Background: an optimization exercise with open tools, aiming at small area, a short achievable clock period and few clock cycles per item. Do not read the settings as production practice. Function was checked by simulation only, so behaviour that the tests miss may differ from the original.

## JK
==> module fsqrt, before the edit <==
module fsqrt (
  input wire clk,
  input wire ready,
  input wire [31:0] x1,
  output reg [31:0] y_reg,
  output reg valid
  );
  wire [9:0] idx = {x1[23], x1[22:14]};
  wire sh24 = x1[23] & (|x1[22:14]);
  wire [24:0] mp = sh24 ? {2'b01, x1[22:0]} : {1'b1, x1[22:0], 1'b0};
  wire [26:0] m3 = {2'b00, mp} + {1'b0, mp, 1'b0};
  wire [23:0] y1m;
  wire [22:0] t2;
  fsqrt0 u0(idx, mp[23:0], y1m);
  fsqrt1 u1(idx, t2);
  wire [7:0] e1 = x1[30:23];
  wire [7:0] eabs = e1[7] ? e1 - 8'd127 : 8'd128 - e1;
  wire [7:0] ehalf = eabs >> 1;
  wire [7:0] e = e1[7] ? 8'd127 + ehalf : 8'd127 - ehalf;
  reg s_r, sat_r;
  reg [7:0] e_r;
  reg [24:0] m1_r;
  reg [26:0] m3_r;
  reg [23:0] y1m_r;
  reg [22:0] y2_r;
  always @(posedge clk) begin
    valid <= ready;
    s_r <= x1[31];
    e_r <= e;
    sat_r <= ~x1[23] & (&x1[22:2]) & (x1[1] | x1[0]);
    m1_r <= mp;
    m3_r <= m3;
    y1m_r <= y1m;
    y2_r <= t2;
  end
  wire [24:0] yb = {1'b1, y2_r, 1'b0};
  reg [7:0] ng, x1s, x2s, x3s, x4s;
  integer j;
  always @* begin
    for (j = 0; j < 8; j = j + 1) begin
      ng[j] = yb[3*j+3];
      x1s[j] = (yb[3*j+1] ^ yb[3*j]) & ~(yb[3*j+2] ^ yb[3*j+3]);
      x2s[j] = ~(yb[3*j+1] ^ yb[3*j]) & (yb[3*j+2] ^ yb[3*j+1]);
      x3s[j] = (yb[3*j+1] ^ yb[3*j]) & (yb[3*j+2] ^ yb[3*j+3]);
      x4s[j] = ~(yb[3*j+1] ^ yb[3*j]) & ~(yb[3*j+2] ^ yb[3*j+1]) & (yb[3*j+3] ^ yb[3*j+2]);
    end
  end
  wire [22:0] sm;
  fsqrt2 u2(ng, x1s, x2s, x3s, x4s, m1_r, m3_r, y1m_r, sm);
  wire [22:0] r = sm | {23{sat_r}};
  always @* y_reg = {s_r, e_r, r};
endmodule
clock: 8.0 ns
lec_check: 0
abc_area: 1
cap_margin: 25
core_margin: 2
core_utilization: 25
cts_cluster_diameter: 150
cts_cluster_size: 40
place_density: 0.35
setup_slack_margin: 0.0
slew_margin: 25
synth_memory_max_bits: 262144
tns_end_percent: 0
run.sh (not shown) runs the stock make flow with config.mk's settings and CLKGATE_MAP_FILE= SYNTH_SCRIPT=/design/flow/synth_recipe.tcl, a recipe that flattens the netlist after the stock synthesis.
The flow did not stop early for JK: all stages ran, and the layout cleared the timing, design-rule and antenna checks.
Testbench counts of JK, summed over its fixed seeds: cycles 12,000, items 12,000.
[inputs] MS vs JK
--- a/flow/design.v
+++ b/flow/design.v
@@ -4728,29 +4728,30 @@
   reg [7:0] e_r;
   reg [24:0] m1_r;
   reg [26:0] m3_r;
   reg [23:0] y1m_r;
-  reg [22:0] y2_r;
+  reg [23:0] ex_r;    
+  reg [6:0] yn_r;     
   always @(posedge clk) begin
     valid <= ready;
     s_r <= x1[31];
     e_r <= e;
     sat_r <= ~x1[23] & (&x1[22:2]) & (x1[1] | x1[0]);
     m1_r <= mp;
     m3_r <= m3;
     y1m_r <= y1m;
-    y2_r <= t2;
+    ex_r <= {1'b1, t2} ^ {t2, 1'b0};
+    yn_r <= {t2[20], t2[17], t2[14], t2[11], t2[8], t2[5], t2[2]};
   end
-  wire [24:0] yb = {1'b1, y2_r, 1'b0};
-  reg [7:0] ng, x1s, x2s, x3s, x4s;
+  wire [7:0] ng = {1'b1, yn_r};
+  reg [7:0] x1s, x2s, x3s, x4s;
   integer j;
   always @* begin
     for (j = 0; j < 8; j = j + 1) begin
-      ng[j] = yb[3*j+3];
-      x1s[j] = (yb[3*j+1] ^ yb[3*j]) & ~(yb[3*j+2] ^ yb[3*j+3]);
-      x2s[j] = ~(yb[3*j+1] ^ yb[3*j]) & (yb[3*j+2] ^ yb[3*j+1]);
-      x3s[j] = (yb[3*j+1] ^ yb[3*j]) & (yb[3*j+2] ^ yb[3*j+3]);
-      x4s[j] = ~(yb[3*j+1] ^ yb[3*j]) & ~(yb[3*j+2] ^ yb[3*j+1]) & (yb[3*j+3] ^ yb[3*j+2]);
+      x1s[j] = ex_r[3*j] & ~ex_r[3*j+2];
+      x2s[j] = ~ex_r[3*j] & ex_r[3*j+1];
+      x3s[j] = ex_r[3*j] & ex_r[3*j+2];
+      x4s[j] = ~ex_r[3*j] & ~ex_r[3*j+1] & ex_r[3*j+2];
     end
   end
   wire [22:0] sm;
   fsqrt2 u2(ng, x1s, x2s, x3s, x4s, m1_r, m3_r, y1m_r, sm);
[summary]
MS and JK: one clean run, JK; the rest did not finish clean.
STATUS run=MS STAGES=ALL_DONE FINAL_CHECKS=FAILED CAUSE=setup timing
MS: setup fix buffers added after clock tree synthesis 5 below JK
For the fraction of synthesized cell area in xor and xnor cells, MS came in 0.24 points higher than JK did.
Looking at worst setup slack, MS sits 190 ps below JK.
Taking JK as the reference, in MS amount of wire on met2 after detailed routing grew by about 4%, count of clock-buffer cells in the layout grew by 10.
A most common cell after layout, fill and taps aside of sky130_fd_sc_hd__nand2_1 is what JK shows, while sky130_fd_sc_hd__buf_4 belongs to MS.
Testbench counts of MS, summed over its fixed seeds: cycles 12,000, items 12,000.


Setup of old:
fsqrt with an RTL version that a note above also has.
Size: roughly 5800 cells after synthesis, roughly 120 flip-flops, ~0.036 mm² of cells after synthesis.
==> module fsqrt, before the edit <==
module fsqrt (
  input wire clk,
  input wire ready,
  input wire [31:0] x1,
  output reg [31:0] y_reg,
  output reg valid
  );
  wire [9:0] idx = {x1[23], x1[22:14]};
  wire sh24 = x1[23] & (|x1[22:14]);
  wire [24:0] mp = sh24 ? {2'b01, x1[22:0]} : {1'b1, x1[22:0], 1'b0};
  wire [26:0] m3 = {2'b00, mp} + {1'b0, mp, 1'b0};
  wire [23:0] y1m;
  wire [22:0] t2;
  fsqrt0 u0(idx, mp[23:0], y1m);
  fsqrt1 u1(idx, t2);
  wire [7:0] e1 = x1[30:23];
  wire [7:0] eabs = e1[7] ? e1 - 8'd127 : 8'd128 - e1;
  wire [7:0] ehalf = eabs >> 1;
  wire [7:0] e = e1[7] ? 8'd127 + ehalf : 8'd127 - ehalf;
  reg s_r, sat_r;
  reg [7:0] e_r;
  reg [24:0] m1_r;
  reg [26:0] m3_r;
  reg [23:0] y1m_r;
  reg [23:0] ex_r;    
  reg [6:0] yn_r;     
  always @(posedge clk) begin
    valid <= ready;
    s_r <= x1[31];
    e_r <= e;
    sat_r <= ~x1[23] & (&x1[22:2]) & (x1[1] | x1[0]);
    m1_r <= mp;
    m3_r <= m3;
    y1m_r <= y1m;
    ex_r <= {1'b1, t2} ^ {t2, 1'b0};
    yn_r <= {t2[20], t2[17], t2[14], t2[11], t2[8], t2[5], t2[2]};
  end
  wire [7:0] ng = {1'b1, yn_r};
  reg [7:0] x1s, x2s, x3s, x4s;
  integer j;
  always @* begin
    for (j = 0; j < 8; j = j + 1) begin
      x1s[j] = ex_r[3*j] & ~ex_r[3*j+2];
      x2s[j] = ~ex_r[3*j] & ex_r[3*j+1];
      x3s[j] = ex_r[3*j] & ex_r[3*j+2];
      x4s[j] = ~ex_r[3*j] & ~ex_r[3*j+1] & ex_r[3*j+2];
    end
  end
  wire [22:0] sm;
  fsqrt2 u2(ng, x1s, x2s, x3s, x4s, m1_r, m3_r, y1m_r, sm);
  wire [22:0] r = sm | {23{sat_r}};
  always @* y_reg = {s_r, e_r, r};
endmodule
==> flow/config.mk <==
export PLATFORM = sky130hd
export DESIGN_NAME = fsqrt
export DESIGN_NICKNAME = fsqrt
export VERILOG_FILES = /design/flow/design.v
export SDC_FILE = /design/flow/constraint.sdc
export NUM_CORES = 4
export LEC_CHECK = 0
export ABC_AREA = 1
export CAP_MARGIN = 20
export CORE_MARGIN = 2
export CORE_UTILIZATION = 25
export CTS_CLUSTER_DIAMETER = 150
export CTS_CLUSTER_SIZE = 40
export PLACE_DENSITY = 0.35
export SETUP_SLACK_MARGIN = 0.2
export SLEW_MARGIN = 20
export SYNTH_MEMORY_MAX_BITS = 262144
==> flow/constraint.sdc <==
create_clock -name core_clock -period 8.0 [get_ports {clk}]
set_input_delay 1.6000 -clock core_clock [delete_from_list [all_inputs] [get_ports {clk}]]
set_output_delay 1.6000 -clock core_clock [all_outputs]
set_load 0.01 [all_outputs]
Testbench counts of old, summed over its fixed seeds: cycles 12,000, items 12,000.
For new, these inputs were changed with respect to old:
--- a/flow/design.v
+++ b/flow/design.v
@@ -4729,8 +4729,7 @@
   reg [24:0] m1_r;
   reg [26:0] m3_r;
   reg [23:0] y1m_r;
-  reg [23:0] ex_r;    
-  reg [6:0] yn_r;     
+  reg [22:0] y2_r;
   always @(posedge clk) begin
     valid <= ready;
     s_r <= x1[31];
@@ -4739,18 +4738,18 @@
     m1_r <= mp;
     m3_r <= m3;
     y1m_r <= y1m;
-    ex_r <= {1'b1, t2} ^ {t2, 1'b0};
-    yn_r <= {t2[20], t2[17], t2[14], t2[11], t2[8], t2[5], t2[2]};
+    y2_r <= t2;
   end
-  wire [7:0] ng = {1'b1, yn_r};
-  reg [7:0] x1s, x2s, x3s, x4s;
+  wire [24:0] yb = {1'b1, y2_r, 1'b0};
+  reg [7:0] ng, x1s, x2s, x3s, x4s;
   integer j;
   always @* begin
     for (j = 0; j < 8; j = j + 1) begin
-      x1s[j] = ex_r[3*j] & ~ex_r[3*j+2];
-      x2s[j] = ~ex_r[3*j] & ex_r[3*j+1];
-      x3s[j] = ex_r[3*j] & ex_r[3*j+2];
-      x4s[j] = ~ex_r[3*j] & ~ex_r[3*j+1] & ex_r[3*j+2];
+      ng[j] = yb[3*j+3];
+      x1s[j] = (yb[3*j+1] ^ yb[3*j]) & ~(yb[3*j+2] ^ yb[3*j+3]);
+      x2s[j] = ~(yb[3*j+1] ^ yb[3*j]) & (yb[3*j+2] ^ yb[3*j+1]);
+      x3s[j] = (yb[3*j+1] ^ yb[3*j]) & (yb[3*j+2] ^ yb[3*j+3]);
+      x4s[j] = ~(yb[3*j+1] ^ yb[3*j]) & ~(yb[3*j+2] ^ yb[3*j+1]) & (yb[3*j+3] ^ yb[3*j+2]);
     end
   end
   wire [22:0] sm;
Compared with old, new shows global-route wire length before repair lower by 9600 µm.
Compared with old, new ends up with more cell area.
Taking new as 1.0, old lands at 1.07 on number of flip-flops and latches in the synthesized netlist.
Against old, post-route worst hold slack in new came out better.
met3 track demand over resource in global routing, new and old, lower one = old.
As of new, post-synthesis instance total had risen by a few percent compared to old.
The count of clock-buffer cells in the layout number comes out higher for old vs new.
new vs old — H-tree depth dropped 1.
Testbench counts of new, summed over its fixed seeds: cycles 12,000, items 12,000.

==> what the ideal ports hide <==
How much do the figures lean on ideal ports? The routed layouts below were timed once more, with nothing changed but the port constraints. Step 1 assumes that a clkbuf_16 drives the clock port and a buf_2 every other input. Step 2 adds t to the input delays and takes it off the output delays; t is the mean of the earliest and latest rising clock arrival at the registers after step 1. Input paths then give back, and output paths get back, about the clock's delay inside the block. Three values: ideal, step 1, step 2; two values: the first two.
run | shift t [ns] | slack for setup (ns) | hold WS [ns]
JK | 0.516 | 0.126 / 0.038 / -0.267 | 1.603 / 1.548 / 2.064
MS | 0.585 | -0.068 / -0.142 / -0.537 | 1.508 / 1.455 / 2.040
old | 0.593 | 0.181 / 0.186 / -0.349 | 1.520 / 1.459 / 2.052
new | 0.521 | 0.200 / 0.108 / -0.076 | 1.606 / 1.543 / 2.064
Met with ideal ports but missed after step 2: setup timing in JK, old and new. The setup slack of old, which loses most, moves by +0.005 ns with the drivers and by -0.530 ns with both steps.
